From an optimization exercise on the open Yosys and OpenROAD flow, aimed at small area and a short achievable clock period; shortcuts taken in it are not production practice. Where RTL was checked, it was by simulation tests only, not by an equivalence proof against the original. The RTL of runs 1, 6 and 7 was laid out without a check of its function. In every run shown here, the design's own scripts or RTL, not TritonCTS, make the clock network. The clock input has no modelled driver; a real chip could not lean on it and would need a root buffer or a full tree. No activity file was given, so power comes from the tool's default toggle rates.

<file path="design.v">
module FIFO(
    input  wire clk,
    input  wire rstn,
    input  wire wr_en,
    input  wire rd_en,
    input  wire [7:0] data_in,
    output wire full,
    output wire empty,
    output wire [7:0] data_out
 );
    reg [7:0] mem [1:31];
    reg [4:0] tp;        
    reg [4:0] hp;        
    reg       ne_r;      
    reg       full_r;
    reg       le1_r;     
    reg [3:0] rlo_r;     
    reg [7:0] rhi_r;     
    reg [7:0] out_r;     
    wire empty_r = ~ne_r;
    wire w    = wr_en & ~full_r;
    wire r    = rd_en & ne_r;
    wire [4:0] tp1 = {tp[3:0], tp[4] ^ tp[2]};
    wire [4:0] hp1 = {hp[3:0], hp[4] ^ hp[2]};
    wire one  = ne_r & ~full_r & (hp == tp);     
    wire two  = (tp == hp1);                      
    wire n31  = (tp1 == hp);                      
    wire       hp_inc, le1_nx;
    fifo_ctl u_ctl (.wr(wr_en), .rd(rd_en), .e(empty_r), .f(full_r), .one(one),
                    .le1(le1_r), .le1_rd(one | two), .hp_inc(hp_inc), .le1_nx(le1_nx));
    wire [4:0] hp_nx  = hp_inc ? hp1 : hp;
    wire [3:0] rlo_nx = {4{~le1_nx}} & (hp_inc ? (4'd1 << hp1[1:0]) : (4'd1 << hp[1:0]));
    wire [7:0] rhi_nx = hp_inc ? (8'd1 << hp1[4:2]) : (8'd1 << hp[4:2]);
    wire [31:0] wsel, rsel;
    wire [3:0] wlo_pre = {4{~full_r}} & (4'd1 << tp[1:0]);
    wire [7:0] whi_n   = ~(8'd1 << tp[4:2]);
    wire [3:0] wlo_n;
    genvar k;
    generate for (k = 0; k < 4; k = k + 1) begin : wl
        fifo_nand2 u (.a(wr_en), .b(wlo_pre[k]), .y(wlo_n[k]));
    end
    for (k = 1; k < 32; k = k + 1) begin : ws
        fifo_nor2 u (.a(wlo_n[k % 4]), .b(whi_n[k / 4]), .y(wsel[k]));
    end endgenerate
    assign wsel[0] = 1'b0;
    fifo_and8x4 u_rdec (.lo(rlo_r), .hi(rhi_r), .y(rsel));
    wire [7:0] nhead;
    genvar b;
    generate for (b = 0; b < 8; b = b + 1) begin : bit_
        wire [30:0] d;
        for (k = 1; k < 32; k = k + 1) begin : sl
            assign d[k-1] = mem[k][b];
        end
        fifo_ao31 u_ao (.d(d), .s(rsel[31:1]), .din(data_in[b]), .sdin(le1_r), .y(nhead[b]));
    end endgenerate
    wire [7:0] out_nx;
    fifo_mux2x8 u_omux (.s(empty_r ? wr_en : rd_en), .a(out_r), .b(nhead), .y(out_nx));
    always @(posedge clk or negedge rstn) begin
        if (!rstn) begin
            tp     <= 5'd1;
            hp     <= 5'd1;
            ne_r   <= 1'b0;
            full_r <= 1'b0;
            le1_r  <= 1'b1;
            rlo_r  <= 4'd0;
        end else begin
            if (w) tp <= tp1;
            hp    <= hp_nx;
            le1_r <= le1_nx;
            rlo_r <= rlo_nx;
            if (w & ~r) begin
                ne_r   <= 1'b1;
                full_r <= n31;
            end else if (r & ~w) begin
                ne_r   <= ~one;
                full_r <= 1'b0;
            end
        end
    end
    always @(posedge clk) begin
        rhi_r <= rhi_nx;
        out_r <= out_nx;
    end
    integer i;
    always @(posedge clk) begin
        for (i = 1; i < 32; i = i + 1)
            if (wsel[i]) mem[i] <= data_in;
    end
    assign data_out = out_r;
    assign empty    = empty_r;
    assign full     = full_r;
endmodule
module fifo_ctl(
    input  wire wr,
    input  wire rd,
    input  wire e,        
    input  wire f,        
    input  wire one,      
    input  wire le1,      
    input  wire le1_rd,   
    output wire hp_inc,
    output wire le1_nx
);
    assign hp_inc = (wr & rd) | (wr & e) | (rd & ~e & ~one);
    wire wo = wr & ~rd & ~f;
    wire ro = rd & ~wr & ~e;
    assign le1_nx = wo ? e : ro ? le1_rd : le1;
endmodule
module fifo_and8x4(
    input  wire [3:0]  lo,
    input  wire [7:0]  hi,
    output wire [31:0] y
);
    genvar g;
    generate for (g = 0; g < 32; g = g + 1) begin : d
        assign y[g] = lo[g % 4] & hi[g / 4];
    end endgenerate
endmodule
module fifo_mux2x8(
    input  wire       s,
    input  wire [7:0] a,
    input  wire [7:0] b,
    output wire [7:0] y
);
    assign y = s ? b : a;
endmodule
module fifo_ao31(
    input  wire [30:0] d,
    input  wire [30:0] s,
    input  wire        din,
    input  wire        sdin,
    output wire        y
);
    wire [3:0] l2;
    wire [1:0] l3;
    wire       dn;
    fifo_ao8 u0 (.d(d[7:0]),   .s(s[7:0]),   .y(l2[0]));
    fifo_ao8 u1 (.d(d[15:8]),  .s(s[15:8]),  .y(l2[1]));
    fifo_ao8 u2 (.d(d[23:16]), .s(s[23:16]), .y(l2[2]));
    fifo_ao7 u3 (.d(d[30:24]), .s(s[30:24]), .y(l2[3]));
    fifo_nor2 o0 (.a(l2[0]), .b(l2[1]), .y(l3[0]));
    fifo_nor2 o1 (.a(l2[2]), .b(l2[3]), .y(l3[1]));
    fifo_nand2 n0 (.a(din), .b(sdin), .y(dn));
    fifo_nand3 n1 (.a(l3[0]), .b(l3[1]), .c(dn), .y(y));
endmodule
module fifo_ao7(
    input  wire [6:0] d,
    input  wire [6:0] s,
    output wire       y
);
    assign y = |(d & s);
endmodule
module fifo_nand3(input wire a, b, c, output wire y);
    assign y = ~(a & b & c);
endmodule
module fifo_ao8(
    input  wire [7:0] d,
    input  wire [7:0] s,
    output wire       y
);
    assign y = |(d & s);
endmodule
module fifo_nor2(input wire a, b, output wire y);
    assign y = ~(a | b);
endmodule
module fifo_nand2(input wire a, b, output wire y);
    assign y = ~(a & b);
endmodule
</file>
<file path="flow/run.sh">
#!/bin/bash
# The standard layout, with the clock tree built by flow/cts_pre.tcl in
# place of TritonCTS. make's output goes to standard.log; each ORFS step
# keeps its own log under orfs/logs.
set -euo pipefail
export PRE_CTS_TCL="$PWD/flow/cts_pre.tcl"
bash standard.sh PRE_CTS_TCL="$PRE_CTS_TCL" finish > standard.log 2>&1
</file>
<file path="flow/clock_tree.tcl">
# Manual two-level clock tree: a root clkbuf_16 next to the clock port
# drives one clkbuf_16 per cluster of flip-flops (k-means on position).
proc build_clock_tree { k leafcell rootcell {nroot 1} } {
  set block [ord::get_db_block]
  set clknet [$block findNet clk]
  set sinks {}
  foreach it [$clknet getITerms] {
    set inst [$it getInst]
    set bb [$inst getBBox]
    lappend sinks [list $it [expr {([$bb xMin]+[$bb xMax])/2}] [expr {([$bb yMin]+[$bb yMax])/2}]]
  }
  set n [llength $sinks]
  # init centers: spread along sorted order
  set sorted [lsort -real -index 1 $sinks]
  set cx {}; set cy {}
  for {set i 0} {$i < $k} {incr i} {
    set s [lindex $sorted [expr {int(($i+0.5)*$n/$k)}]]
    lappend cx [lindex $s 1]; lappend cy [lindex $s 2]
  }
  set cap [expr {int(ceil(1.0*$n/$k))+2}]
  for {set iter 0} {$iter < 30} {incr iter} {
    # capacitated greedy assignment: sinks in order of best distance
    set cnt [lrepeat $k 0]
    set assign [dict create]
    set pairs {}
    foreach s $sinks {
      set best 1e18; set bi 0
      for {set i 0} {$i < $k} {incr i} {
        set d [expr {abs([lindex $s 1]-[lindex $cx $i]) + abs([lindex $s 2]-[lindex $cy $i])}]
        lappend pairs [list $d [lindex $s 0] $i [lindex $s 1] [lindex $s 2]]
      }
    }
    set sx [lrepeat $k 0.0]; set sy [lrepeat $k 0.0]
    foreach p [lsort -real -index 0 $pairs] {
      lassign $p d it i x y
      if {[dict exists $assign $it]} continue
      if {[lindex $cnt $i] >= $cap} continue
      dict set assign $it [list $i $x $y]
      lset cnt $i [expr {[lindex $cnt $i]+1}]
      lset sx $i [expr {[lindex $sx $i]+$x}]; lset sy $i [expr {[lindex $sy $i]+$y}]
    }
    for {set i 0} {$i < $k} {incr i} {
      if {[lindex $cnt $i] > 0} {
        lset cx $i [expr {[lindex $sx $i]/[lindex $cnt $i]}]
        lset cy $i [expr {[lindex $sy $i]/[lindex $cnt $i]}]
      }
    }
  }
  set db [ord::get_db]
  set leafm [$db findMaster $leafcell]
  set rootm [$db findMaster $rootcell]
  # R roots, each driving the leaves nearest to it (leaves split by x then y)
  set order {}
  for {set i 0} {$i < $k} {incr i} { lappend order [list $i [lindex $cx $i] [lindex $cy $i]] }
  set groups {}
  if {$nroot == 1} {
    set groups [list $order]
  } elseif {$nroot == 2} {
    set o [lsort -real -index 1 $order]
    set h [expr {$k/2}]
    set groups [list [lrange $o 0 [expr {$h-1}]] [lrange $o $h end]]
  } else {
    set o [lsort -real -index 1 $order]
    set h [expr {$k/2}]
    foreach half [list [lrange $o 0 [expr {$h-1}]] [lrange $o $h end]] {
      set oo [lsort -real -index 2 $half]
      set hh [expr {[llength $oo]/2}]
      lappend groups [lrange $oo 0 [expr {$hh-1}]] [lrange $oo $hh end]
    }
  }
  set leaves [lrepeat $k {}]
  set r 0
  foreach grp $groups {
    set rx 0; set ry 0
    foreach e $grp { set rx [expr {$rx+[lindex $e 1]}]; set ry [expr {$ry+[lindex $e 2]}] }
    set rx [expr {int($rx/[llength $grp])}]; set ry [expr {int($ry/[llength $grp])}]
    set root [odb::dbInst_create $block $rootm clktree_root_$r]
    $root setLocation $rx $ry; $root setPlacementStatus PLACED
    set rootnet [odb::dbNet_create $block clktree_rootnet_$r]
    $rootnet setSigType CLOCK
    [$root findITerm A] connect $clknet
    [$root findITerm X] connect $rootnet
    foreach e $grp {
      set i [lindex $e 0]
      set b [odb::dbInst_create $block $leafm clktree_leaf_$i]
      $b setLocation [expr {int([lindex $cx $i])}] [expr {int([lindex $cy $i])}]
      $b setPlacementStatus PLACED
      set net [odb::dbNet_create $block clktree_net_$i]
      $net setSigType CLOCK
      [$b findITerm A] connect $rootnet
      [$b findITerm X] connect $net
      lset leaves $i $net
    }
    incr r
  }
  dict for {it v} $assign {
    set i [lindex $v 0]
    $it disconnect
    $it connect [lindex $leaves $i]
  }
  puts "clock tree: $n sinks, $nroot roots, $k leaves, counts $cnt"
}
</file>
<file path="flow/cts_pre.tcl">
# Runs before ORFS's CTS step (PRE_CTS_TCL): builds the clock tree by hand,
# then makes the step's clock_tree_synthesis call a no-op. The clock port
# drives 4 root buffers; each drives the leaf buffers of its quarter of the
# core; each leaf buffer drives a cluster of about 24 flip-flops. The tree
# is balanced: every flip-flop is two buffers from the port.
source [file join [file dirname [info script]] clock_tree.tcl]
build_clock_tree 12 sky130_fd_sc_hd__clkbuf_16 sky130_fd_sc_hd__clkbuf_16 4
rename clock_tree_synthesis orig_clock_tree_synthesis
proc clock_tree_synthesis { args } {
  puts "clock tree built by cts_pre.tcl; skipping clock_tree_synthesis $args"
}
</file>
<file path="standard.sh">
#!/bin/bash
# synth_recipe.tcl (not shown) runs the flow's synth.tcl, then flattens the netlist and writes it again
# the make line also repeats each setting of config.mk as NAME=value (left out here)
make -C /OpenROAD-flow-scripts/flow DESIGN_CONFIG=/design/flow/config.mk WORK_HOME=/design/flow/orfs CLKGATE_MAP_FILE= SYNTH_SCRIPT=/design/flow/synth_recipe.tcl "${@:-finish}"
</file>
<file path="config.mk">
export PLATFORM = sky130hd
export DESIGN_NAME = FIFO
export DESIGN_NICKNAME = FIFO
export VERILOG_FILES = /design/flow/design.v
export SDC_FILE = /design/flow/constraint.sdc
export NUM_CORES = 4
export LEC_CHECK = 0
export CAP_MARGIN = 20
export CORE_MARGIN = 2
export CORE_UTILIZATION = 40
export SETUP_SLACK_MARGIN = 3.1
export SLEW_MARGIN = 20
export SYNTH_HIERARCHICAL = 1
</file>
<file path="constraint.sdc">
create_clock -name core_clock -period 5.0 [get_ports {clk}]
set_input_delay 1.0000 -clock core_clock [delete_from_list [all_inputs] [get_ports {clk}]]
set_output_delay 1.0000 -clock core_clock [all_outputs]
set_load 0.01 [all_outputs]
</file>
==> flow_summary_export.csv, run 1 <==
group,metric,value,unit
outcome,outcome,"finished clean",
synthesis,synthCells,646,
cts,clk_pin_slew,90,ps
synthesis,yosys_warnings,8,
floorplan,io_pins,22,
route,drc,0,
timing,worstMarginPinSlew,790,ps
route,wl_per_cell,25.4,µm
grt,grt_overflow,0,
timing,setup_ws,2970,ps
min_path,min_from,"out_r[6]$_DFF_P_",
worst_setup_path,cp_num_buf_inv,0,
route,via_count,6233,
route,ant_nets,0,
worst_setup_path,crit_type,"reg -> reg",
pwr,leakage,4.09,nW
final_layout,synthToLayoutAreaGrowth,19.0,%
pwr,p_total,6.02,mW
grt,grt_max_degree,27,
worst_setup_path,cp_top_family,"simple AND/OR/NAND/NOR gates",
final_layout,n_antenna_cell,0,
route,viasPerCell,5.90,
timing,relSlewSlack,47.4,%
worst_setup_path,r2r_start,"rlo_r[1]$_DFF_PN0_",
synthesis,netlist_area,0.0106,mm²
timing,skew,18.2,ps
worst_setup_path,crit_arrival,2240,ps
place,io_buffers,21,
worst_setup_path,slowest_delay,520,ps
floorplan,num_rows,59,
timing,rsz0062_at_grt,"true",
place,dp_hpwl,17.9,mm
floorplan,start_util,40.7,%
synthesis,syn_area_per_cell,16.4,µm²
route,drt_wl_total,26.8,mm
worst_setup_path,critPathLaunchType,"register",
final_layout,final_common_cell,"edfxtp_1",
worst_setup_path,cp_slowest_cell,"dfrtp_2",
pwr,vdd_drop_max,0.000303,V
route,drt_iter0_markers,745,
timing,finalCriticalPeriod,2030,ps
final_layout,layout.nets,736,
timing,fmax,491,MHz
worst_setup_path,worstPathCellList,"and2_4, a222oi_1, nand3_1, nor2_2, nand3_1, mux2_4",
worst_setup_path,worstSetupStartpoint,"rlo_r[1]$_DFF_PN0_",
flow_run,drv_cap,0,
timing,post-route-period-util,40.7,%
floorplan,core,0.0261,mm²
worst_setup_path,path_max_fanout,8,
floorplan,die_y,167,µm
timing,report.final.hold_viol_count,0,
worst_setup_path,cp.required,5200,ps
floorplan,dieArea,0.0278,mm²
timing,finalSetupViolCount,0,
floorplan,die_width,167,µm
grt,antenna_found_initial,0,
cts,clk_latency,300,ps
grt,grt_pass1_vias,6242,
final_layout,mostFrequentLayoutCells,"edfxtp_1 (248), a22oi_1 (98), buf_4 (42), nor2_4 (31), nand4_1 (25)",
worst_setup_path,end_kind,"register",
worst_setup_path,cpMostUsedCell,"nand3_1",
timing,setup_tns,0,ps
final_layout,drive_above_1_share,30.8,%
timing,maxSlewViolCount,0,
place,gp_congestion,0.873,
min_path,holdCritPathClass,"reg -> reg",
grt,grt.total_usage,18.7,%
grt,grt_pass1_wl,39.7,mm
pwr,power_density,477,mW/mm²
route,drtPass1Iterations,7,
place,place_ws,1700,ps
layer usage:
metal  global-route usage [%]  routed length (µm)  vias up  share of wire [%]
met2                     32.4               13300      276                 50
met4                     4.01                 629        0                2.3
li1                         -                   -     2723                  -
met5                        0                   0        -                  0
met3                     2.28                1720       48                6.4
met1                     25.5               11200     3186                 42
registers in the layout, indices dropped and copies added, names as in the netlist:
register,count
mem,248
rlo_r,4
le1_r,1
hp,5
out_r,8
rhi_r,8
ne_r,1
tp,5
full_r,1
path summary, 6_finish.rpt:
| check | to | cells past startpoint | slack (ps) |
|---|---|---|---|
| max | out_r[6]$_DFF_P_ | 6 | 2970 |
| min | out_r[6]$_DFF_P_ | 1 | 490 |
| max reg2reg | out_r[6]$_DFF_P_ | 6 | 2970 |
| min reg2reg | out_r[6]$_DFF_P_ | 1 | 490 |
| max in group asynchronous | hp[1]$_DFFE_PN0P_ | 1 | 3570 |
| min in group asynchronous | tp[3]$_DFFE_PN0P_ | 1 | 880 |
cell type report:
cell class | instances | area (µm²)
Multi-Input combinational cell | 340 | 2870
Fill cell | 2100 | 13400
Inverter | 14 | 55.1
Tap cell | 335 | 419
Sequential cell | 281 | 8210
Buffer | 16 | 400
Timing Repair Buffer | 70 | 661
what timing repair did:
action | CTS | global route
pin swaps | 21 | 27
gates cloned | 1 | 0
resized for setup | 174 | 70
hold buffers | 0 | 0
setup endpoints to repair | 548 | 284
setup buffers | 20 | 16
stage by stage:
| step | cells | utilization (%) | instance area (µm²) | hold slack [ps] |
|---|---|---|---|---|
| CTS | 1040 | 47.3 | 12300 | 478 |
| global placement | 1003 | 43.3 | 11300 | 473 |
| finish | 1056 | 48.4 | 12600 | 492 |
| floorplan | 646 | - | 10700 | 533 |
| global route | 1056 | 48.4 | 12600 | 513 |
| detailed placement | 1003 | 43.3 | 11300 | 475 |
where the power goes:
group	leakage, nW	switching, mW	internal (mW)	total (mW)
combinational	1.33	1.03	0.762	1.79
sequential	2.55	0.233	2.79	3.02
clock	0.197	0.631	0.576	1.21
==> run 2: changes to the inputs <==
--- a/design.v
+++ b/design.v
@@ -14,4 +14,5 @@
     reg       ne_r;      
     reg       full_r;
+    reg       one_r;     
     reg       le1_r;     
     reg [3:0] rlo_r;     
@@ -23,10 +24,11 @@
     wire [4:0] tp1 = {tp[3:0], tp[4] ^ tp[2]};
     wire [4:0] hp1 = {hp[3:0], hp[4] ^ hp[2]};
-    wire one  = ne_r & ~full_r & (hp == tp);     
     wire two  = (tp == hp1);                      
     wire n31  = (tp1 == hp);                      
-    wire       hp_inc, le1_nx;
+    wire       one = one_r;
+    wire       hp_inc, le1_nx, one_nx;
     fifo_ctl u_ctl (.wr(wr_en), .rd(rd_en), .e(empty_r), .f(full_r), .one(one),
-                    .le1(le1_r), .le1_rd(one | two), .hp_inc(hp_inc), .le1_nx(le1_nx));
+                    .le1(le1_r), .le1_rd(one | two), .two(two),
+                    .hp_inc(hp_inc), .le1_nx(le1_nx), .one_nx(one_nx));
     wire [4:0] hp_nx  = hp_inc ? hp1 : hp;
     wire [3:0] rlo_nx = {4{~le1_nx}} & (hp_inc ? (4'd1 << hp1[1:0]) : (4'd1 << hp[1:0]));
@@ -54,6 +56,4 @@
         fifo_ao31 u_ao (.d(d), .s(rsel[31:1]), .din(data_in[b]), .sdin(le1_r), .y(nhead[b]));
     end endgenerate
-    wire [7:0] out_nx;
-    fifo_mux2x8 u_omux (.s(empty_r ? wr_en : rd_en), .a(out_r), .b(nhead), .y(out_nx));
     always @(posedge clk or negedge rstn) begin
         if (!rstn) begin
@@ -63,4 +63,5 @@
             full_r <= 1'b0;
             le1_r  <= 1'b1;
+            one_r  <= 1'b0;
             rlo_r  <= 4'd0;
         end else begin
@@ -68,4 +69,5 @@
             hp    <= hp_nx;
             le1_r <= le1_nx;
+            one_r <= one_nx;
             rlo_r <= rlo_nx;
             if (w & ~r) begin
@@ -80,5 +82,5 @@
     always @(posedge clk) begin
         rhi_r <= rhi_nx;
-        out_r <= out_nx;
+        if (empty_r ? wr_en : rd_en) out_r <= nhead;
     end
     integer i;
@@ -99,6 +101,8 @@
     input  wire le1,      
     input  wire le1_rd,   
+    input  wire two,      
     output wire hp_inc,
-    output wire le1_nx
+    output wire le1_nx,
+    output wire one_nx
 );
     assign hp_inc = (wr & rd) | (wr & e) | (rd & ~e & ~one);
@@ -106,4 +110,5 @@
     wire ro = rd & ~wr & ~e;
     assign le1_nx = wo ? e : ro ? le1_rd : le1;
+    assign one_nx = wo ? e : ro ? two : (one | (wr & e));
 endmodule
 module fifo_and8x4(
@@ -116,12 +121,4 @@
         assign y[g] = lo[g % 4] & hi[g / 4];
     end endgenerate
-endmodule
-module fifo_mux2x8(
-    input  wire       s,
-    input  wire [7:0] a,
-    input  wire [7:0] b,
-    output wire [7:0] y
-);
-    assign y = s ? b : a;
 endmodule
 module fifo_ao31(
@@ -138,16 +135,9 @@
     fifo_ao8 u1 (.d(d[15:8]),  .s(s[15:8]),  .y(l2[1]));
     fifo_ao8 u2 (.d(d[23:16]), .s(s[23:16]), .y(l2[2]));
-    fifo_ao7 u3 (.d(d[30:24]), .s(s[30:24]), .y(l2[3]));
+    fifo_ao8 u3 (.d({1'b0, d[30:24]}), .s({1'b0, s[30:24]}), .y(l2[3]));
     fifo_nor2 o0 (.a(l2[0]), .b(l2[1]), .y(l3[0]));
     fifo_nor2 o1 (.a(l2[2]), .b(l2[3]), .y(l3[1]));
     fifo_nand2 n0 (.a(din), .b(sdin), .y(dn));
     fifo_nand3 n1 (.a(l3[0]), .b(l3[1]), .c(dn), .y(y));
-endmodule
-module fifo_ao7(
-    input  wire [6:0] d,
-    input  wire [6:0] s,
-    output wire       y
-);
-    assign y = |(d & s);
 endmodule
 module fifo_nand3(input wire a, b, c, output wire y);
--- a/config.mk
+++ b/config.mk
@@ -9,5 +9,5 @@
 export CORE_MARGIN = 2
 export CORE_UTILIZATION = 40
-export SETUP_SLACK_MARGIN = 3.1
+export SETUP_SLACK_MARGIN = 3.25
 export SLEW_MARGIN = 20
 export SYNTH_HIERARCHICAL = 1
==> run 2 against run 1 <==
  * Still clean
  * Power decreased by 2.1%
  * Combinational power fell by 11%
  * Largest cell class unchanged
  * Sequential cell count grew 1
  * Setup slack better by 130 ps
  * Clock skew rose by 2.3 ps
  * Worst hold slack improved by 110 ps
  * Critical path depth fell by 4
  * Core utilization rose by 2.7 points
  * Synthesized cell count rose by 0.15%
==> flow_summary_export.csv, run 2 <==
group,metric,value,unit
outcome,outcome,"finished clean",
timing,finalCriticalPeriod,1910,ps
synthesis,netlist_area,0.0106,mm²
pwr,p_total,5.90,mW
worst_setup_path,crit_arrival,910,ps
timing,report.final.hold_viol_count,0,
final_layout,top_regs,"mem (248), out_r (8), rhi_r (8)",
floorplan,die_width,166,µm
worst_setup_path,r2r_start,"rlo_r[1]$_DFF_PN0_",
place,placedInstanceArea,0.0116,mm²
pwr,combPwrFrac,27.0,%
timing,setup_tns,0,ps
worst_setup_path,critPathLaunchType,"register",
grt,grt_overflow,0,
floorplan,start_util,40.6,%
route,drtPass1Iterations,5,
grt,antenna_found_initial,0,
place,placed_cells,1013,
cts,clk_latency,310,ps
worst_setup_path,reg2reg_to,"out_r[3]$_DFFE_PP_",
timing,fmax,525,MHz
final_layout,instances_no_fill,1080,
floorplan,die_y,166,µm
place,io_buffers,21,
worst_setup_path,rr_worst_depth,5,
worst_setup_path,end_kind,"primary output",
floorplan,num_rows,59,
route,viasPerCell,5.70,
timing,maxSlewViolCount,0,
route,drt_wl_total,26.4,mm
final_layout,mostFrequentLayoutCells,"edfxtp_1 (256), a22oi_1 (85), a22oi_2 (45), nand4_1 (33), nor2_4 (32)",
timing,finalSetupViolCount,0,
synthesis,yosys_warnings,8,
pwr,p_sw_share,30.7,%
route,via_count,6157,
route,ant_nets,0,
pwr,seq_power_share,52.4,%
final_layout,largest_register,"mem",
min_path,holdCritPathClass,"reg -> reg",
cts,cts_hold_buf,0,
route,drc,0,
grt,grt_pass1_wl,39.5,mm
worst_setup_path,cp.required,4000,ps
grt,grt_pass1_vias,6165,
worst_setup_path,path_max_fanout,3,
synthesis,syn_area_per_cell,16.3,µm²
pwr,p_sw,1.81,mW
pwr,leakage,4.20,nW
place,gp_congestion,0.855,
floorplan,dieArea,0.0277,mm²
final_layout,synthToLayoutAreaGrowth,25.9,%
final_layout,drive_above_1_share,36.9,%
final_layout,largest_register_ffs,248,
final_layout,final_common_cell,"edfxtp_1",
cts,clk_pin_slew,80,ps
worst_setup_path,worstSetupStartpoint,"ne_r$_DFFE_PN0P_",
worst_setup_path,crit_type,"reg -> out",
timing,holdWs,600,ps
timing,rsz0062_at_grt,"true",
final_layout,fin_util,51.2,%
pwr,clkPwrFrac,20.6,%
synthesis,synthCells,647,
flow_run,drv_cap,0,
place,dp_hpwl,16.3,mm
grt,grt_max_degree,33,
pwr,internal_power,4.08,mW
pwr,power_density,444,mW/mm²
final_layout,final_area,0.0133,mm²
floorplan,core,0.0260,mm²
route,wl_per_cell,24.4,µm
timing,post-route-period-util,38.1,%
pwr,vdd_drop_max,0.000393,V
place,place_ws,1850,ps
route,drt_iter0_markers,606,
final_layout,layout.nets,760,
grt,grt.total_usage,18.8,%
floorplan,io_pins,22,
worst_setup_path,endpoint,"empty",
timing,skew,20.4,ps
timing,setup_ws,3090,ps
final_layout,n_antenna_cell,0,
worst_setup_path,rrSetupSlack,3250,ps
## run 2: cell type report
| cell class | instances | area [µm²] |
|---|---|---|
| repair buffers | 79 | 1030 |
| well taps | 335 | 419 |
| plain buffers | 16 | 400 |
| multi-input cells | 356 | 3080 |
| fillers | 2094 | 12700 |
| flip-flops and latches | 282 | 8320 |
| inverters | 12 | 45.0 |
## run 2: worst min-delay path by stage
stage                            from           endpoint  cells past startpoint
finish              tp[1]$_DFFE_PN0P_  tp[1]$_DFFE_PN0P_                      1
global route        tp[1]$_DFFE_PN0P_  tp[1]$_DFFE_PN0P_                      1
CTS                 tp[0]$_DFFE_PN1P_  tp[0]$_DFFE_PN1P_                      2
detailed placement  tp[0]$_DFFE_PN1P_  tp[0]$_DFFE_PN1P_                      2
global placement    tp[0]$_DFFE_PN1P_  tp[0]$_DFFE_PN1P_                      2
floorplan           hp[0]$_DFFE_PN1P_  hp[0]$_DFFE_PN1P_                      2
## run 2: timing repair
| action | CTS | global route |
|---|---|---|
| cloned | 8 | 0 |
| endpoints found under the setup margin | 566 | 276 |
| buffers inserted | 27 | 16 |
| resized for setup | 153 | 116 |
| pin swaps | 22 | 35 |
## run 2: worst max-delay path: stages, from the launching register on
cell and delay, ps:
dfrtp_2 440, inv_2 80, buf_6 100
## run 2: metal layers
| layer | wire length, µm | up-vias | share of wire [%] | track usage (%) |
|---|---|---|---|---|
| met5 | 0 | - | 0 | 0 |
| met4 | 537 | 0 | 2.0 | 3.60 |
| met3 | 1720 | 36 | 6.5 | 1.95 |
| met2 | 12700 | 210 | 48 | 30.7 |
| met1 | 11400 | 3141 | 43 | 27.8 |
| li1 | - | 2770 | - | - |
## run 2: power by group through the flow
stage,Combinational [mW],Sequential (mW),Clock (mW)
finish,1.59,3.09,1.22
global route,1.71,3.11,1.33
CTS,1.40,3.14,0.969
detailed placement,1.20,3.12,0
global placement,1.18,3.11,0
floorplan,0.820,3.01,0
==> run 3: changes to the inputs <==
--- a/config.mk
+++ b/config.mk
@@ -9,5 +9,5 @@
 export CORE_MARGIN = 2
 export CORE_UTILIZATION = 40
-export SETUP_SLACK_MARGIN = 3.25
+export SETUP_SLACK_MARGIN = 3.0
 export SLEW_MARGIN = 20
 export SYNTH_HIERARCHICAL = 1
==> run 3 against run 2 <==
  * Still clean on timing, DRC and antenna
  * Die area unchanged
  * Combinational power is 16% lower
  * First-iteration DRC count is 2.1% higher
  * Critical path depth increased by 3
  * Largest cell class unchanged
==> flow_summary_export.csv, run 3 <==
group,metric,value,unit
place,gp_congestion,0.883,
pwr,leakage,3.81,nW
synthesis,yosys_warnings,8,
min_path,min_path_cells,2,
final_layout,layout.nets,713,
worst_setup_path,cp_slowest_cell,"dfrtp_2",
flow_run,drv_cap,0,
final_layout,synthToLayoutAreaGrowth,14.9,%
timing,finalSetupViolCount,0,
min_path,worstHoldEndpoint,"tp[0]$_DFFE_PN1P_",
final_layout,final_common_cell,"edfxtp_1",
final_layout,drive_above_1_share,16.9,%
route,drt_iter0_markers,619,
cts,clk_pin_slew,90,ps
route,drc,0,
floorplan,die_y,166,µm
worst_setup_path,rrSetupSlack,3030,ps
worst_setup_path,worstPathCellList,"and2_2, a22oi_1, nand4_1, nor2_1, nand3_1",
timing,report.final.hold_viol_count,0,
grt,grt_pass1_wl,39.4,mm
route,wl_per_cell,25.9,µm
worst_setup_path,crit_type,"reg -> reg",
min_path,holdCritPathClass,"reg -> reg",
route,viasPerCell,5.94,
timing,finalCriticalPeriod,1970,ps
grt,grt_overflow,0,
timing,relSlewSlack,44.5,%
final_layout,fillers,2215,
worst_setup_path,critPathLaunchType,"register",
synthesis,netlist_area,0.0106,mm²
grt,grt.total_usage,18.8,%
worst_setup_path,r2r_start,"rlo_r[1]$_DFF_PN0_",
route,drt_wl_total,26.8,mm
timing,worstMarginPinSlew,832,ps
grt,grt_max_degree,33,
min_path,min_from,"tp[0]$_DFFE_PN1P_",
final_layout,top_regs,"mem (248), out_r (8), rhi_r (8)",
worst_setup_path,reg2reg_to,"out_r[0]$_DFFE_PP_",
synthesis,synthCells,647,
timing,rsz0062_at_grt,"true",
timing,maxSlewViolCount,0,
outcome,outcome,"finished clean",
final_layout,mostFrequentLayoutCells,"edfxtp_1 (256), a22oi_1 (130), nand4_1 (33), nor2_4 (31), and2_1 (30)",
final_layout,largest_register_ffs,248,
final_layout,n_antenna_cell,0,
route,ant_nets,0,
pwr,power_density,463,mW/mm²
timing,setup_tns,0,ps
worst_setup_path,slowest_delay,520,ps
place,place_ws,1530,ps
worst_setup_path,crit_arrival,2000,ps
grt,grt_pass1_vias,6222,
worst_setup_path,rr_worst_depth,5,
timing,fmax,508,MHz
place,io_buffers,21,
grt,antenna_found_initial,0,
timing,skew,16.5,ps
floorplan,io_pins,22,
worst_setup_path,cp.required,5030,ps
floorplan,core,0.0260,mm²
floorplan,dieArea,0.0277,mm²
final_layout,fin_util,46.7,%
pwr,vdd_drop_max,0.000362,V
worst_setup_path,path_max_fanout,8,
floorplan,die_width,166,µm
place,dp_hpwl,17.0,mm
cts,clk_latency,310,ps
timing,post-route-period-util,39.4,%
floorplan,start_util,40.6,%
synthesis,syn_area_per_cell,16.3,µm²
route,drtPass1Iterations,5,
floorplan,num_rows,59,
worst_setup_path,end_kind,"register",
timing,setup_ws,3030,ps
route,via_count,6135,
final_layout,largest_register,"mem",
-- run 3: final cells by class --
cell class                 count  area [µm²]  share of cell area, %
multi-input combinational    356        2620                   21.6
sequential                   282        8310                   68.5
timing repair buffer          32         340                   2.81
tap                          335         419                   3.46
buffer                        16         400                   3.30
inverter                      12        47.5                  0.392
-- run 3: what timing repair did --
item                       in CTS  in global routing
hold buffers                    0                  0
buffers inserted                9                  1
resized for setup             129                 17
gates cloned                    1                  0
pin swaps                      10                  1
setup endpoints to repair     377                 73
-- run 3: stage by stage --
stage	hold slack (ps)	instances	power, mW	instance area [µm²]
after detailed placement	551	1006	4.15	11200
final	572	1033	5.61	12100
after global routing	592	1033	5.82	12100
after CTS	563	1032	5.40	12100
after floorplan	543	655	3.65	10600
after global placement	555	1006	4.12	11200
-- run 3: per-layer routing --
| layer | wire length [µm] | vias up | global-route usage (%) | share of wire (%) |
|---|---|---|---|---|
| li1 | - | 2664 | - | - |
| met1 | 11200 | 3114 | 26.3 | 42 |
| met2 | 12900 | 296 | 31.8 | 48 |
| met3 | 1780 | 61 | 1.62 | 6.6 |
| met4 | 902 | 0 | 5.47 | 3.4 |
| met5 | 0 | - | 0 | 0 |
-- run 3: critical path, delay by kind of cell, from the launching register on --
family | cells | cell delay (ps)
AO/OA/AOI/OAI | 1 | 250
flip-flops | 1 | 520
AND/OR/NAND/NOR | 4 | 910
-- run 3: worst max path at each step --
stage,startpoint,end,slack [ps],cells after the start
floorplan,wr_en,full_r$_DFFE_PN0P_,2970,7
global placement,wr_en,mem[1][0]$_DFFE_PP_,1680,3
detailed placement,wr_en,mem[1][7]$_DFFE_PP_,1530,3
CTS,wr_en,rlo_r[1]$_DFF_PN0_,2910,5
global route,tp[2]$_DFFE_PN0P_,mem[21][1]$_DFFE_PP_,2940,2
finish,rlo_r[1]$_DFF_PN0_,out_r[0]$_DFFE_PP_,3030,5
-- run 3: report_power, final --
part	switching [mW]	total [mW]	internal, mW
Sequential	0.246	3.08	2.83
Combinational	0.846	1.33	0.488
Clock	0.627	1.20	0.576
Total	1.72	5.61	3.89
==> run 4: changes to the inputs <==
--- a/config.mk
+++ b/config.mk
@@ -9,5 +9,5 @@
 export CORE_MARGIN = 2
 export CORE_UTILIZATION = 40
-export SETUP_SLACK_MARGIN = 3.0
+export SETUP_SLACK_MARGIN = 3.17
 export SLEW_MARGIN = 20
 export SYNTH_HIERARCHICAL = 1
==> run 4 against run 3 <==
  * Synthesized cell count unchanged
  * Register-to-register slack improved by 120 ps
  * Synthesized area unchanged
  * Global-route usage about the same
  * Final area grew 1.5%
  * Die area stayed put
  * Sequential share of layout area fell by 0.98 points
  * Cell count grew 0.48%
  * Critical path type is now reg -> out
  * Critical endpoint is now empty
  * Largest cell class unchanged
  * Largest power group unchanged
==> flow_summary_export.csv, run 4 <==
group,metric,value,unit
floorplan,die_y,166,µm
place,placedInstanceArea,0.0113,mm²
worst_setup_path,path_max_fanout,3,
timing,rsz0062_at_grt,"true",
worst_setup_path,crit_type,"reg -> out",
timing,report.final.hold_viol_count,0,
floorplan,core,0.0260,mm²
pwr,leakage,3.77,nW
cts,cts_hold_buf,0,
final_layout,final_common_cell,"edfxtp_1",
floorplan,die_width,166,µm
place,io_buffers,21,
final_layout,mostFrequentLayoutCells,"edfxtp_1 (256), a22oi_1 (121), nand4_1 (33), nor2_4 (31), nor2_1 (23)",
timing,finalCriticalPeriod,1900,ps
timing,finalSetupViolCount,0,
final_layout,drive_above_1_share,23.6,%
flow_run,drv_cap,0,
final_layout,synthToLayoutAreaGrowth,16.7,%
pwr,vdd_drop_max,0.000376,V
grt,grt_overflow,0,
worst_setup_path,crit_arrival,900,ps
floorplan,io_pins,22,
timing,fmax,526,MHz
worst_setup_path,critPathLaunchType,"register",
floorplan,dieArea,0.0277,mm²
timing,relSlewSlack,45.9,%
final_layout,layout.nets,718,
route,drt_iter0_markers,817,
worst_setup_path,end_kind,"primary output",
final_layout,final_area,0.0123,mm²
min_path,holdCritPathClass,"reg -> reg",
route,wl_per_cell,26.0,µm
final_layout,n_antenna_cell,0,
pwr,power_density,462,mW/mm²
route,drtPass1Iterations,5,
synthesis,yosys_warnings,8,
timing,maxSlewViolCount,0,
grt,grt_max_degree,33,
final_layout,top_regs,"mem (248), out_r (8), rhi_r (8)",
final_layout,fin_util,47.4,%
route,drc,0,
route,ant_nets,0,
timing,setup_tns,0,ps
grt,antenna_found_initial,1,
route,viasPerCell,5.88,
cts,clk_pin_slew,70,ps
final_layout,largest_register_ffs,248,
route,via_count,6108,
worst_setup_path,cp.required,4000,ps
floorplan,num_rows,59,
timing,skew,13.1,ps
timing,worstMarginPinSlew,811,ps
final_layout,fillers,2205,
grt,grt.total_usage,18.8,%
synthesis,netlist_area,0.0106,mm²
floorplan,start_util,40.6,%
synthesis,synthCells,647,
cts,clk_latency,310,ps
place,dp_hpwl,17.2,mm
grt,grt_pass1_wl,39.2,mm
timing,holdWs,564,ps
grt,grt_pass1_vias,6119,
outcome,outcome,"finished clean",
route,drt_wl_total,27.0,mm
final_layout,largest_register,"mem",
place,gp_congestion,0.992,
synthesis,syn_area_per_cell,16.3,µm²
timing,post-route-period-util,38.0,%
[run 4: report_power, final]
| part | internal [mW] | switching (mW) |
|---|---|---|
| clock network | 0.576 | 0.631 |
| registers | 2.83 | 0.276 |
| logic | 0.512 | 0.859 |
[run 4: cell type report]
| cell class | count | area [µm²] | area share (%) |
|---|---|---|---|
| Sequential cell | 282 | 8310 | 67.5 |
| Multi-Input combinational cell | 356 | 2800 | 22.7 |
| Tap cell | 335 | 419 | 3.40 |
| Buffer | 16 | 400 | 3.25 |
| Timing Repair Buffer | 37 | 335 | 2.72 |
| Inverter | 12 | 45.0 | 0.366 |
[run 4: timing repair]
item | CTS | global route
gates cloned | 1 | 0
endpoints found under the setup margin | 566 | 140
setup buffers | 10 | 5
pin swaps | 15 | 6
gates resized for setup | 108 | 63
[run 4: worst max-delay path: stages, from the launching register on]
cell     delay, ps
dfrtp_1        420
inv_2           90
buf_6          100
[run 4: final timing paths]
check	from	to	slack (ps)	cells after the start
worst max-delay path	ne_r$_DFFE_PN0P_	empty	3100	2
worst min-delay path	tp[0]$_DFFE_PN1P_	tp[0]$_DFFE_PN1P_	560	2
worst max register to register	rlo_r[1]$_DFF_PN0_	out_r[5]$_DFFE_PP_	3150	5
worst min register to register	tp[0]$_DFFE_PN1P_	tp[0]$_DFFE_PN1P_	560	2
max in group asynchronous	rstn	tp[2]$_DFFE_PN0P_	3580	1
min in group asynchronous	rstn	hp[4]$_DFFE_PN0P_	870	1
[run 4: layer usage]
layer | share of wire, % | vias to the layer above | wire length, µm | GRT usage [%]
li1 | - | 2682 | - | -
met4 | 2.7 | 0 | 719 | 4.39
met1 | 41 | 3061 | 11000 | 25.6
met3 | 8.3 | 57 | 2240 | 3.18
met2 | 48 | 308 | 13000 | 31.9
met5 | 0 | - | 0 | 0
[run 4: through the flow]
| stage | std cells | worst slack [ps] | power (mW) |
|---|---|---|---|
| after CTS | 1033 | 2980 | 5.37 |
| after floorplan | 655 | 2970 | 3.74 |
| final | 1038 | 3100 | 5.69 |
| after global routing | 1038 | 3060 | 5.91 |
| after detailed placement | 1006 | 1630 | 4.25 |
| after global placement | 1006 | 1740 | 4.22 |
==> run 5: changes to the inputs <==
--- a/config.mk
+++ b/config.mk
@@ -9,5 +9,5 @@
 export CORE_MARGIN = 2
 export CORE_UTILIZATION = 40
-export SETUP_SLACK_MARGIN = 3.17
+export SETUP_SLACK_MARGIN = 3.1
 export SLEW_MARGIN = 20
 export SYNTH_HIERARCHICAL = 1
==> run 5 against run 4 <==
  * Still clean on timing, DRC and antenna
  * Sequential cell count stayed put
  * Register-to-register slack worse by 30 ps
  * Wire length is 1.7% lower
  * Synthesized area stayed put
  * Cell count is 0.58% higher
  * Worst hold slack better by 10 ps
  * Via count is 1.1% higher
  * Largest power group unchanged
  * Highest routed layer unchanged
==> flow_summary_export.csv, run 5 <==
group,metric,value,unit
outcome,outcome,"finished clean",
timing,relSlewSlack,46.0,%
route,via_count,6174,
grt,grt-busiest-layer,"met2",
flow_run,drv_cap,0,
timing,setup_ws,3080,ps
route,drc,0,
timing,finalCriticalPeriod,1920,ps
final_layout,fillers,2202,
grt,grt_overflow,0,
worst_setup_path,critPathLaunchType,"register",
timing,finalSetupViolCount,0,
pwr,vdd_drop_max,0.000351,V
route,drt_iter0_markers,836,
pwr,clkPwrFrac,21.2,%
final_layout,mostFrequentLayoutCells,"edfxtp_1 (256), a22oi_1 (127), nand4_1 (33), nor2_4 (31), and2_1 (29)",
grt,grt_max_degree,33,
worst_setup_path,cp_top_family,"flip-flops",
final_layout,layout.nets,724,
cts,clk_latency,310,ps
worst_setup_path,crit_type,"reg -> out",
worst_setup_path,cp.required,4000,ps
synthesis,yosys_warnings,8,
worst_setup_path,crit_arrival,920,ps
final_layout,synthToLayoutAreaGrowth,16.6,%
floorplan,start_util,40.6,%
floorplan,dieArea,0.0277,mm²
pwr,p_sw,1.75,mW
timing,report.final.hold_viol_count,0,
final_layout,largest_register,"mem",
worst_setup_path,worstPathCellList,"dlymetal6s2s_1",
worst_setup_path,path_max_fanout,5,
timing,fmax,522,MHz
worst_setup_path,end_kind,"primary output",
final_layout,final_common_cell,"edfxtp_1",
final_layout,largest_register_ffs,248,
grt,grt_pass1_vias,6076,
min_path,holdCritPathClass,"reg -> reg",
grt,grtUsageMet1,26.4,%
synthesis,syn_area_per_cell,16.3,µm²
final_layout,top_regs,"mem (248), out_r (8), rhi_r (8)",
pwr,internal_power,3.95,mW
place,gp_congestion,0.916,
worst_setup_path,slowest_delay,450,ps
place,dp_hpwl,16.8,mm
cts,cts_hold_buf,0,
timing,worstMarginPinSlew,810,ps
floorplan,core,0.0260,mm²
grt,grt.total_usage,18.5,%
final_layout,n_antenna_cell,0,
synthesis,synthCells,647,
floorplan,num_rows,59,
timing,maxSlewViolCount,0,
final_layout,drive_above_1_share,21.2,%
route,drt_wl_total,26.5,mm
worst_setup_path,cp_num_buf_inv,1,
pwr,power_density,463,mW/mm²
pwr,p_sw_share,30.7,%
place,io_buffers,21,
route,drtPass1Iterations,5,
route,wl_per_cell,25.4,µm
cts,clk_pin_slew,80,ps
grt,met2_usage,31.0,%
floorplan,die_y,166,µm
route,viasPerCell,5.91,
floorplan,die_width,166,µm
worst_setup_path,cp_slowest_cell,"dfrtp_2",
timing,setup_tns,0,ps
timing,skew,27.7,ps
final_layout,seqCellArea,0.00831,mm²
place,place_ws,1620,ps
pwr,combPwrFrac,24.5,%
synthesis,netlist_area,0.0106,mm²
pwr,leakage,3.87,nW
pwr,seq_power_share,54.3,%
final_layout,multi_input_area,0.00269,mm²
grt,grt_pass1_wl,38.6,mm
floorplan,io_pins,22,
grt,antenna_found_initial,0,
timing,post-route-period-util,38.3,%
timing,rsz0062_at_grt,"true",
grt,grtUsageMet3,1.52,%
route,ant_nets,0,
-- run 5: cell count changes in the layout (fill, tap and decap cells not counted), sizes merged --
cell and change:
dlymetal6s2s +8, clkbuf -7, buf +4, bufbuf +1, clkdlybuf4s15 -1, clkinv +1, dlygate4sd2 +1, inv -1
-- run 5: worst min-delay path, stage by stage (launching register included) --
cell	delay, ps
dfrtp_2	410
nand2_1	80
o41ai_2	50
-- run 5: layer usage --
| layer | up-vias | part of all wire [%] |
|---|---|---|
| li1 | 2688 | - |
| met1 | 3092 | 42 |
| met2 | 343 | 48 |
| met3 | 51 | 7.1 |
| met4 | 0 | 2.9 |
| met5 | - | 0 |
-- run 5: worst paths after layout --
kind	from	end	slack [ps]	depth (start not counted)
setup / recovery	full_r$_DFFE_PN0P_	full	3080	1
hold / removal	full_r$_DFFE_PN0P_	full_r$_DFFE_PN0P_	570	2
setup reg to reg	rlo_r[1]$_DFF_PN0_	out_r[7]$_DFFE_PP_	3120	5
hold reg to reg	full_r$_DFFE_PN0P_	full_r$_DFFE_PN0P_	570	2
max in group asynchronous	rstn	full_r$_DFFE_PN0P_	3540	1
min in group asynchronous	rstn	tp[4]$_DFFE_PN0P_	900	1
-- run 5: layout make-up --
class,count,area share (%)
Multi-Input combinational cell,356,21.9
Sequential cell,282,67.6
Tap cell,335,3.41
Timing Repair Buffer,43,3.53
Buffer,16,3.25
Inverter,12,0.407
-- run 5: power groups by stage --
stage	Clock (mW)	Combinational [mW]	Sequential, mW
3_5_place_dp	0	1.07	3.13
5_1_grt	1.30	1.49	3.12
2_1_floorplan	0	0.688	3.01
3_3_place_gp	0	1.05	3.12
4_1_cts	0.969	1.31	3.14
6_report	1.21	1.40	3.10
-- run 5: what timing repair did --
item                                    in CTS  in global routing
pin swaps                                   13                  5
gates cloned                                 1                  0
endpoints found under the setup margin     558                247
buffers inserted                            13                  8
resized for setup                          126                 41
-- run 5: metrics by stage --
stage	total power [mW]	cell area, µm²	instances	hold slack, ps	utilization, %
after detailed placement	4.20	11200	1006	571	43.2
final	5.70	12300	1044	574	47.4
after global routing	5.91	12300	1044	589	47.4
after CTS	5.41	12100	1036	570	46.7
after floorplan	3.70	10700	655	547	-
after global placement	4.17	11200	1006	551	43.2
==> run 6: changes to the inputs <==
--- a/design.v
+++ b/design.v
@@ -131,16 +131,11 @@
     wire [3:0] l2;
     wire [1:0] l3;
-    wire       dn;
     fifo_ao8 u0 (.d(d[7:0]),   .s(s[7:0]),   .y(l2[0]));
     fifo_ao8 u1 (.d(d[15:8]),  .s(s[15:8]),  .y(l2[1]));
     fifo_ao8 u2 (.d(d[23:16]), .s(s[23:16]), .y(l2[2]));
-    fifo_ao8 u3 (.d({1'b0, d[30:24]}), .s({1'b0, s[30:24]}), .y(l2[3]));
+    fifo_ao8 u3 (.d({din, d[30:24]}), .s({sdin, s[30:24]}), .y(l2[3]));
     fifo_nor2 o0 (.a(l2[0]), .b(l2[1]), .y(l3[0]));
     fifo_nor2 o1 (.a(l2[2]), .b(l2[3]), .y(l3[1]));
-    fifo_nand2 n0 (.a(din), .b(sdin), .y(dn));
-    fifo_nand3 n1 (.a(l3[0]), .b(l3[1]), .c(dn), .y(y));
-endmodule
-module fifo_nand3(input wire a, b, c, output wire y);
-    assign y = ~(a & b & c);
+    fifo_nand2 n0 (.a(l3[0]), .b(l3[1]), .y(y));
 endmodule
 module fifo_ao8(
==> run 6 against run 5 <==
  * Still clean on timing, DRC and antenna
  * Wire length rose by 4.6%
  * Global-route usage rose by 0.98 points
  * Setup slack got worse by 250 ps
  * Sequential power barely moved
  * Clock power barely moved
  * Clock skew fell by 13 ps
  * Critical path depth rose by 1
  * Cell count fell by 0.29%
==> flow_summary_export.csv, run 6 <==
group,metric,value,unit
route,viasPerCell,6.06,
timing,setup_ws,2830,ps
place,placed_cells,990,
worst_setup_path,end_kind,"primary output",
place,io_buffers,21,
flow_run,drv_cap,0,
floorplan,start_util,40.5,%
cts,clk_pin_slew,90,ps
timing,worstMarginPinSlew,858,ps
pwr,combPwrFrac,25.2,%
synthesis,syn_area_per_cell,16.6,µm²
timing,relSlewSlack,42.8,%
floorplan,num_rows,59,
synthesis,synthCells,631,
route,drt_wl_total,27.8,mm
pwr,internal_power,3.98,mW
grt,grt_pass1_wl,40.6,mm
timing,fmax,462,MHz
pwr,seq_power_share,53.9,%
final_layout,final_common_cell,"edfxtp_1",
pwr,leakage,4.00,nW
route,drtPass1Iterations,6,
final_layout,final_area,0.0126,mm²
pwr,p_total,5.77,mW
worst_setup_path,cp.required,4000,ps
pwr,p_sw,1.80,mW
route,via_count,6308,
grt,grt_pass1_vias,6160,
pwr,clkPwrFrac,21.0,%
route,wl_per_cell,26.7,µm
floorplan,die_y,166,µm
route,drt_iter0_markers,911,
worst_setup_path,critPathLaunchType,"register",
synthesis,netlist_area,0.0105,mm²
floorplan,core,0.0259,mm²
synthesis,yosys_warnings,8,
timing,post-route-period-util,43.3,%
grt,grt_overflow,0,
final_layout,largest_register_ffs,248,
final_layout,layout.nets,720,
grt,met2_usage,31.8,%
final_layout,drive_above_1_share,24.8,%
floorplan,io_pins,22,
place,gp_congestion,0.911,
grt,grt-busiest-layer,"met2",
timing,rsz0062_at_grt,"true",
final_layout,top_regs,"mem (248), out_r (8), rhi_r (8)",
min_path,holdCritPathClass,"reg -> reg",
timing,setup_tns,0,ps
route,drc,0,
timing,finalCriticalPeriod,2170,ps
cts,clk_latency,300,ps
final_layout,largest_register,"mem",
final_layout,fin_util,48.7,%
timing,maxSlewViolCount,0,
place,place_ws,1510,ps
grt,grtUsageMet3,2.48,%
timing,skew,14.9,ps
place,placedInstanceArea,0.0112,mm²
pwr,p_sw_share,31.1,%
grt,grt_max_degree,32,
timing,report.final.hold_viol_count,0,
worst_setup_path,path_max_fanout,10,
outcome,outcome,"finished clean",
worst_setup_path,crit_type,"reg -> out",
final_layout,synthToLayoutAreaGrowth,20.4,%
timing,finalSetupViolCount,0,
cts,cts_hold_buf,0,
route,ant_nets,0,
final_layout,mostFrequentLayoutCells,"edfxtp_1 (256), a22oi_1 (124), nand4_1 (33), nor2_4 (31), and2_1 (27)",
floorplan,dieArea,0.0275,mm²
grt,grtUsageMet1,28.4,%
worst_setup_path,crit_arrival,1170,ps
final_layout,instances_no_fill,1041,
floorplan,die_width,166,µm
pwr,power_density,457,mW/mm²
grt,grt.total_usage,19.5,%
pwr,vdd_drop_max,0.000399,V
timing,holdWs,606,ps
place,dp_hpwl,17.2,mm
grt,antenna_found_initial,0,
[run 6: cell count changes in the layout (fill, tap and decap cells not counted), moves of 4 or more]
cell and change:
buf_12 +4, nand3_1 -9, conb_1 -16, bufbuf_16 +4, buf_8 +5
[run 6: final timing paths]
check	to	slack (ps)	startpoint	depth (start not counted)
hold / removal	tp[0]$_DFFE_PN1P_	610	tp[0]$_DFFE_PN1P_	2
max in group asynchronous	rlo_r[1]$_DFF_PN0_	3500	rstn	1
setup reg to reg	out_r[3]$_DFFE_PP_	3130	rlo_r[2]$_DFF_PN0_	5
setup / recovery	empty	2830	ne_r$_DFFE_PN0P_	2
hold reg to reg	tp[0]$_DFFE_PN1P_	610	tp[0]$_DFFE_PN1P_	2
min in group asynchronous	one_r$_DFF_PN0_	910	rstn	1
[run 6: per-layer routing]
layer | vias up | share of wire [%]
li1 | 2698 | -
met1 | 3227 | 42
met2 | 331 | 47
met3 | 52 | 8.0
met4 | 0 | 2.7
met5 | - | 0
[run 6: worst max-delay path: stages (launching register included)]
cell,delay [ps]
dfrtp_2,450
inv_4,120
dlygate4sd2_1,290
[run 6: final cells by class]
class	count	area, µm²
Tap cell	335	419
Timing Repair Buffer	63	797
Sequential cell	282	8310
Fill cell	2070	13300
Buffer	16	400
Inverter	12	47.5
Antenna cell	1	2.50
Multi-Input combinational cell	332	2640
[run 6: timing repair]
item | 4_1_cts | 5_1_grt
pin swaps | 27 | 0
buffers inserted | 28 | 1
hold endpoints to repair | 0 | 0
resized for setup | 205 | 33
setup endpoints to repair | 559 | 244
cloned | 5 | 0
[run 6: power by group through the flow]
stage                     registers, mW  clock network, mW  logic [mW]
final                              3.11               1.21        1.45
after global routing               3.13               1.30        1.54
after CTS                          3.15              0.969        1.40
after detailed placement           3.13                  0        1.11
after global placement             3.12                  0        1.08
after floorplan                    3.02                  0       0.703
==> run 7: changes to the inputs <==
==> flow/cts_pre.tcl (replaced) <==
# Runs before ORFS's CTS step (PRE_CTS_TCL): builds the clock tree by hand,
# then makes the step's clock_tree_synthesis call a no-op. The clock port
# drives 4 root buffers; each drives the leaf buffers of its quarter of the
# core; each leaf buffer drives a cluster of about 18 flip-flops. The tree
# is balanced: every flip-flop is two buffers from the port.
source [file join [file dirname [info script]] clock_tree.tcl]
build_clock_tree 16 sky130_fd_sc_hd__clkbuf_8 sky130_fd_sc_hd__clkbuf_16 4
rename clock_tree_synthesis orig_clock_tree_synthesis
proc clock_tree_synthesis { args } {
  puts "clock tree built by cts_pre.tcl; skipping clock_tree_synthesis $args"
}
==> run 7 against run 6 <==
  * Still clean
  * Sequential cell count is the same
  * Final area shrank 0.49%
  * Sequential power is essentially flat
  * Via count shrank 0.76%
  * Critical endpoint unchanged
  * Maximum frequency grew 0.67%
  * Combinational power is essentially flat
==> flow_summary_export.csv, run 7 <==
group,metric,value,unit
floorplan,num_rows,59,
timing,post-route-period-util,43.0,%
final_layout,largest_register,"mem",
timing,finalCriticalPeriod,2150,ps
min_path,holdCritPathClass,"reg -> reg",
pwr,power_density,448,mW/mm²
place,io_buffers,21,
grt,grt.total_usage,19.4,%
grt,grt_max_degree,32,
final_layout,synthToLayoutAreaGrowth,19.8,%
cts,clk_pin_slew,110,ps
timing,skew,41.3,ps
floorplan,die_width,166,µm
cts,cts_hold_buf,0,
route,met1Wirelength,11.6,mm
final_layout,top_regs,"mem (248), out_r (8), rhi_r (8)",
final_layout,largest_register_ffs,248,
place,placedInstanceArea,0.0112,mm²
final_layout,mostFrequentLayoutCells,"edfxtp_1 (256), a22oi_1 (123), nand4_1 (33), nor2_4 (31), buf_4 (29)",
worst_setup_path,crit_arrival,1150,ps
final_layout,fillers,2078,
worst_setup_path,path_max_fanout,10,
timing,relSlewSlack,42.2,%
final_layout,instances_no_fill,1047,
grt,grt_pass1_wl,40.4,mm
route,drt_wl_total,27.6,mm
grt,grt_pass1_vias,6190,
synthesis,yosys_warnings,8,
pwr,leakage,3.96,nW
final_layout,n_antenna_cell,0,
final_layout,layout.nets,727,
floorplan,io_pins,22,
timing,worstMarginPinSlew,867,ps
flow_run,drv_cap,0,
synthesis,synthCells,631,
worst_setup_path,end_kind,"primary output",
timing,report.final.hold_viol_count,0,
pwr,vdd_drop_max,0.000255,V
route,highest_layer,"met4",
grt,grt_overflow,0,
timing,maxSlewViolCount,0,
worst_setup_path,crit_type,"reg -> out",
route,drtPass1Iterations,7,
worst_setup_path,rr_worst_depth,5,
timing,fmax,465,MHz
timing,setup_tns,0,ps
final_layout,final_area,0.0126,mm²
worst_setup_path,cp.required,4000,ps
worst_setup_path,critPathLaunchType,"register",
route,wl_per_cell,26.3,µm
route,met3_length,1.92,mm
floorplan,start_util,40.5,%
final_layout,seqCellArea,0.00831,mm²
route,ant_nets,0,
floorplan,die_y,166,µm
place,gp_congestion,0.911,
synthesis,syn_area_per_cell,16.6,µm²
floorplan,core,0.0259,mm²
synthesis,netlist_area,0.0105,mm²
timing,finalSetupViolCount,0,
route,drt_iter0_markers,839,
route,via_count,6260,
grt,antenna_found_initial,0,
final_layout,drive_above_1_share,26.0,%
route,routed-wl-met2,13.1,mm
route,drc,0,
min_path,min_path_cells,2,
route,viasPerCell,5.98,
final_layout,multi_input_area,0.00266,mm²
place,placed_cells,990,
final_layout,final_common_cell,"edfxtp_1",
floorplan,dieArea,0.0275,mm²
cts,clk_latency,310,ps
place,dp_hpwl,17.2,mm
outcome,outcome,"finished clean",
timing,rsz0062_at_grt,"true",
run 7: cell count changes in the layout (fill, tap and decap cells not counted), sizes merged:
cell	change
clkbuf	+6
buf	+3
dlymetal6s2s	-2
clkdlybuf4s15	+1
diode	-1
dlygate4sd2	-1
run 7: what timing repair did:
item / 4_1_cts / 5_1_grt
setup buffers: 28 / 4
endpoints found under the setup margin: 559 / 246
resized for setup: 205 / 38
cloned: 5 / 0
pin swaps: 27 / 5
run 7: critical path, cell delays in order, from the launching register on:
cell and delay [ps]:
dfrtp_2 460, inv_4 120, clkdlybuf4s15_1 250
run 7: final timing paths:
kind / from / to / slack [ps]
worst max register to register: rlo_r[3]$_DFF_PN0_ / out_r[0]$_DFFE_PP_ / 3130
worst min-delay path: tp[0]$_DFFE_PN1P_ / tp[0]$_DFFE_PN1P_ / 570
worst max-delay path: ne_r$_DFFE_PN0P_ / empty / 2850
min in group asynchronous: rstn / one_r$_DFF_PN0_ / 900
max in group asynchronous: rstn / rlo_r[1]$_DFF_PN0_ / 3500
worst min register to register: tp[0]$_DFFE_PN1P_ / tp[0]$_DFFE_PN1P_ / 570
run 7: stage by stage:
stage,hold slack [ps],setup slack [ps],utilization (%),power (mW)
5_1_grt,600,2790,48.5,5.84
4_1_cts,586,2870,48.1,5.35
3_3_place_gp,548,1730,43.3,4.20
6_report,570,2850,48.5,5.63
3_5_place_dp,579,1510,43.3,4.24
2_1_floorplan,547,2970,-,3.72
run 7: report_power, final:
part	internal [mW]	switching, mW	total [mW]
clock network	0.435	0.618	1.05
logic	0.575	0.899	1.47
registers	2.84	0.265	3.10
run 7: layer usage:
layer / global-route usage, % / vias up
met5: 0 / -
met4: 5.63 / 0
met3: 2.03 / 55
met2: 31.5 / 299
met1: 28.1 / 3204
li1: - / 2702
run 7: layout make-up:
| class | count | area share (%) |
|---|---|---|
| plain buffers | 20 | 2.55 |
| inverters | 12 | 0.378 |
| multi-input cells | 332 | 21.1 |
| flip-flops and latches | 282 | 66.2 |
| well taps | 335 | 3.34 |
| repair buffers | 66 | 6.41 |
==> run 8: changes to the inputs <==
--- a/design.v
+++ b/design.v
@@ -131,11 +131,16 @@
     wire [3:0] l2;
     wire [1:0] l3;
+    wire       dn;
     fifo_ao8 u0 (.d(d[7:0]),   .s(s[7:0]),   .y(l2[0]));
     fifo_ao8 u1 (.d(d[15:8]),  .s(s[15:8]),  .y(l2[1]));
     fifo_ao8 u2 (.d(d[23:16]), .s(s[23:16]), .y(l2[2]));
-    fifo_ao8 u3 (.d({din, d[30:24]}), .s({sdin, s[30:24]}), .y(l2[3]));
+    fifo_ao8 u3 (.d({1'b0, d[30:24]}), .s({1'b0, s[30:24]}), .y(l2[3]));
     fifo_nor2 o0 (.a(l2[0]), .b(l2[1]), .y(l3[0]));
     fifo_nor2 o1 (.a(l2[2]), .b(l2[3]), .y(l3[1]));
-    fifo_nand2 n0 (.a(l3[0]), .b(l3[1]), .y(y));
+    fifo_nand2 n0 (.a(din), .b(sdin), .y(dn));
+    fifo_nand3 n1 (.a(l3[0]), .b(l3[1]), .c(dn), .y(y));
+endmodule
+module fifo_nand3(input wire a, b, c, output wire y);
+    assign y = ~(a & b & c);
 endmodule
 module fifo_ao8(
==> run 8 against run 7 <==
  * Still clean
  * Synthesized cell count is 2.5% higher
  * Combinational power is 3% lower
  * Worst hold slack better by 7.9 ps
  * Final area is 2.4% lower
  * First-iteration DRC count is 1.1% higher
  * Setup slack better by 220 ps
  * Global-route usage is 0.76 points lower
  * Maximum frequency is 11% higher
  * Die area is 0.65% higher
==> flow_summary_export.csv, run 8 <==
group,metric,value,unit
outcome,outcome,"finished clean",
timing,finalSetupViolCount,0,
place,place_ws,1620,ps
worst_setup_path,r2r_start,"rlo_r[1]$_DFF_PN0_",
synthesis,synthCells,647,
worst_setup_path,rrSetupSlack,3130,ps
worst_setup_path,rr_worst_depth,5,
final_layout,drive_above_1_share,22.1,%
worst_setup_path,crit_type,"reg -> out",
final_layout,fillers,2204,
min_path,min_path_cells,2,
route,drt_wl_total,26.7,mm
floorplan,core,0.0260,mm²
final_layout,instances_no_fill,1050,
route,via_count,6116,
timing,rsz0062_at_grt,"true",
final_layout,largest_register_ffs,248,
pwr,vdd_drop_max,0.000300,V
worst_setup_path,reg2reg_to,"out_r[7]$_DFFE_PP_",
cts,clk_pin_slew,100,ps
worst_setup_path,cp.required,4000,ps
timing,setup_tns,0,ps
floorplan,die_y,166,µm
flow_run,drv_cap,0,
pwr,clkPwrFrac,18.9,%
timing,report.final.hold_viol_count,0,
final_layout,n_antenna_cell,0,
worst_setup_path,cp_top_family,"flip-flops",
place,placed_cells,1006,
timing,skew,24.1,ps
pwr,p_sw,1.74,mW
pwr,p_sw_share,31.3,%
pwr,seq_power_share,55.5,%
floorplan,io_pins,22,
grt,grt.total_usage,18.7,%
grt,antenna_found_initial,0,
worst_setup_path,end_kind,"primary output",
timing,finalCriticalPeriod,1930,ps
place,io_buffers,21,
cts,clk_latency,310,ps
final_layout,layout.nets,730,
synthesis,netlist_area,0.0106,mm²
route,drc,0,
route,drt_iter0_markers,848,
min_path,worstHoldEndpoint,"tp[0]$_DFFE_PN1P_",
route,viasPerCell,5.82,
pwr,power_density,454,mW/mm²
final_layout,largest_register,"mem",
grt,grt_max_degree,33,
timing,post-route-period-util,38.7,%
floorplan,dieArea,0.0277,mm²
grt,grt_pass1_vias,6121,
worst_setup_path,crit_arrival,930,ps
place,gp_congestion,0.916,
floorplan,num_rows,59,
final_layout,top_regs,"mem (248), out_r (8), rhi_r (8)",
route,ant_nets,0,
timing,relSlewSlack,44.3,%
synthesis,yosys_warnings,8,
grt,grt_overflow,0,
grt,grt_pass1_wl,38.9,mm
place,placedInstanceArea,0.0112,mm²
worst_setup_path,cp_slowest_cell,"dfrtp_2",
final_layout,mostFrequentLayoutCells,"edfxtp_1 (256), a22oi_1 (126), nand4_1 (33), nor2_4 (31), and2_1 (28)",
worst_setup_path,slowest_delay,450,ps
timing,maxSlewViolCount,0,
min_path,holdCritPathClass,"reg -> reg",
worst_setup_path,critPathLaunchType,"register",
floorplan,die_width,166,µm
pwr,combPwrFrac,25.6,%
final_layout,final_area,0.0123,mm²
final_layout,final_common_cell,"edfxtp_1",
min_path,min_from,"tp[0]$_DFFE_PN1P_",
floorplan,start_util,40.6,%
worst_setup_path,path_max_fanout,5,
worst_setup_path,worstPathCellList,"dlymetal6s2s_1",
route,wl_per_cell,25.4,µm
timing,fmax,517,MHz
final_layout,synthToLayoutAreaGrowth,16.2,%
pwr,leakage,3.86,nW
synthesis,syn_area_per_cell,16.3,µm²
place,dp_hpwl,16.8,mm
route,drtPass1Iterations,5,
pwr,internal_power,3.82,mW
timing,setup_ws,3070,ps
worst_setup_path,cp_num_buf_inv,1,
timing,worstMarginPinSlew,835,ps
[run 8: per-layer routing]
layer | part of all wire (%) | up-vias | track usage (%)
li1 | - | 2704 | -
met1 | 42 | 3048 | 26.3
met2 | 48 | 308 | 31.2
met3 | 7.1 | 56 | 2.02
met4 | 2.6 | 0 | 5.10
met5 | 0 | - | 0
[run 8: layout make-up]
class	count	area [µm²]	share of cell area [%]
Sequential cell	282	8310	67.8
Inverter	12	50.0	0.408
Buffer	20	320	2.61
Timing Repair Buffer	45	457	3.72
Tap cell	335	419	3.42
Multi-Input combinational cell	356	2700	22.0
[run 8: how the worst max path moves through the flow]
stage	from	to	cells after the start
after CTS	full_r$_DFFE_PN0P_	full	1
after global placement	wr_en	mem[22][0]$_DFFE_PP_	3
after detailed placement	wr_en	mem[17][2]$_DFFE_PP_	3
after global routing	full_r$_DFFE_PN0P_	full	1
after floorplan	wr_en	full_r$_DFFE_PN0P_	7
final	full_r$_DFFE_PN0P_	full	1
[run 8: through the flow]
| step | hold WS (ps) | total power, mW | utilization [%] |
|---|---|---|---|
| floorplan | 547 | 3.70 | - |
| global placement | 551 | 4.17 | 43.2 |
| detailed placement | 571 | 4.20 | 43.2 |
| CTS | 570 | 5.26 | 46.4 |
| global route | 593 | 5.79 | 47.2 |
| finish | 578 | 5.57 | 47.2 |
[run 8: what timing repair did]
item	in CTS	in global routing
endpoints found under the setup margin	558	247
cloned	1	0
resized for setup	126	44
hold endpoints to repair	0	0
hold buffers	0	0
pin swaps	13	3
setup buffers	13	10
[run 8: power groups by stage]
| stage | registers, mW | clock network [mW] | logic, mW |
|---|---|---|---|
| 3_3_place_gp | 3.12 | 0 | 1.05 |
| 2_1_floorplan | 3.01 | 0 | 0.688 |
| 3_5_place_dp | 3.13 | 0 | 1.07 |
| 5_1_grt | 3.12 | 1.16 | 1.52 |
| 6_report | 3.09 | 1.05 | 1.43 |
| 4_1_cts | 3.14 | 0.811 | 1.31 |

-- what the ideal ports hide --
The results above use ideal ports. As a check the final layouts listed here were re-extracted and re-timed, cells and wires unchanged. Step 1 assumes that a clkbuf_16 drives the clock port and a buf_2 every other input. Step 2 also shifts input and output timing later by t, the mid clock arrival at the registers, as if the neighbouring blocks saw the same clock. Slacks: ideal ports / drivers / drivers and shift; pairs: ideal ports / drivers.
run | t, ns | slack for setup (ns) | hold slack, ns | worst setup path at the end | slew at the worst register clock pin (ns)
run 1 | 0.395 | 2.965 / 2.965 / 2.925 | 0.492 / 0.492 / 0.492 | input to register | 0.09 / 0.09
run 2 | 0.400 | 3.095 / 2.993 / 2.843 | 0.600 / 0.600 / 0.600 | input to register | 0.09 / 0.09
run 3 | 0.399 | 3.031 / 2.989 / 2.828 | 0.572 / 0.572 / 0.572 | input to register | 0.09 / 0.09
run 4 | 0.401 | 3.100 / 2.997 / 2.819 | 0.564 / 0.564 / 0.564 | input to register | 0.09 / 0.09
run 5 | 0.392 | 3.084 / 2.989 / 2.789 | 0.574 / 0.574 / 0.574 | input to register | 0.10 / 0.10
run 6 | 0.400 | 2.835 / 2.732 / 2.837 | 0.606 / 0.606 / 0.606 | input to register | 0.09 / 0.09
run 7 | 0.394 | 2.849 / 2.748 / 2.797 | 0.570 / 0.570 / 0.570 | input to register | 0.11 / 0.11
run 8 | 0.401 | 3.066 / 2.962 / 2.795 | 0.578 / 0.578 / 0.578 | input to register | 0.11 / 0.11
After both steps setup and hold are still met in every run listed. For run 5, which loses most, drivers alone change the setup slack by -0.095 ns; drivers and shift together by -0.295 ns.
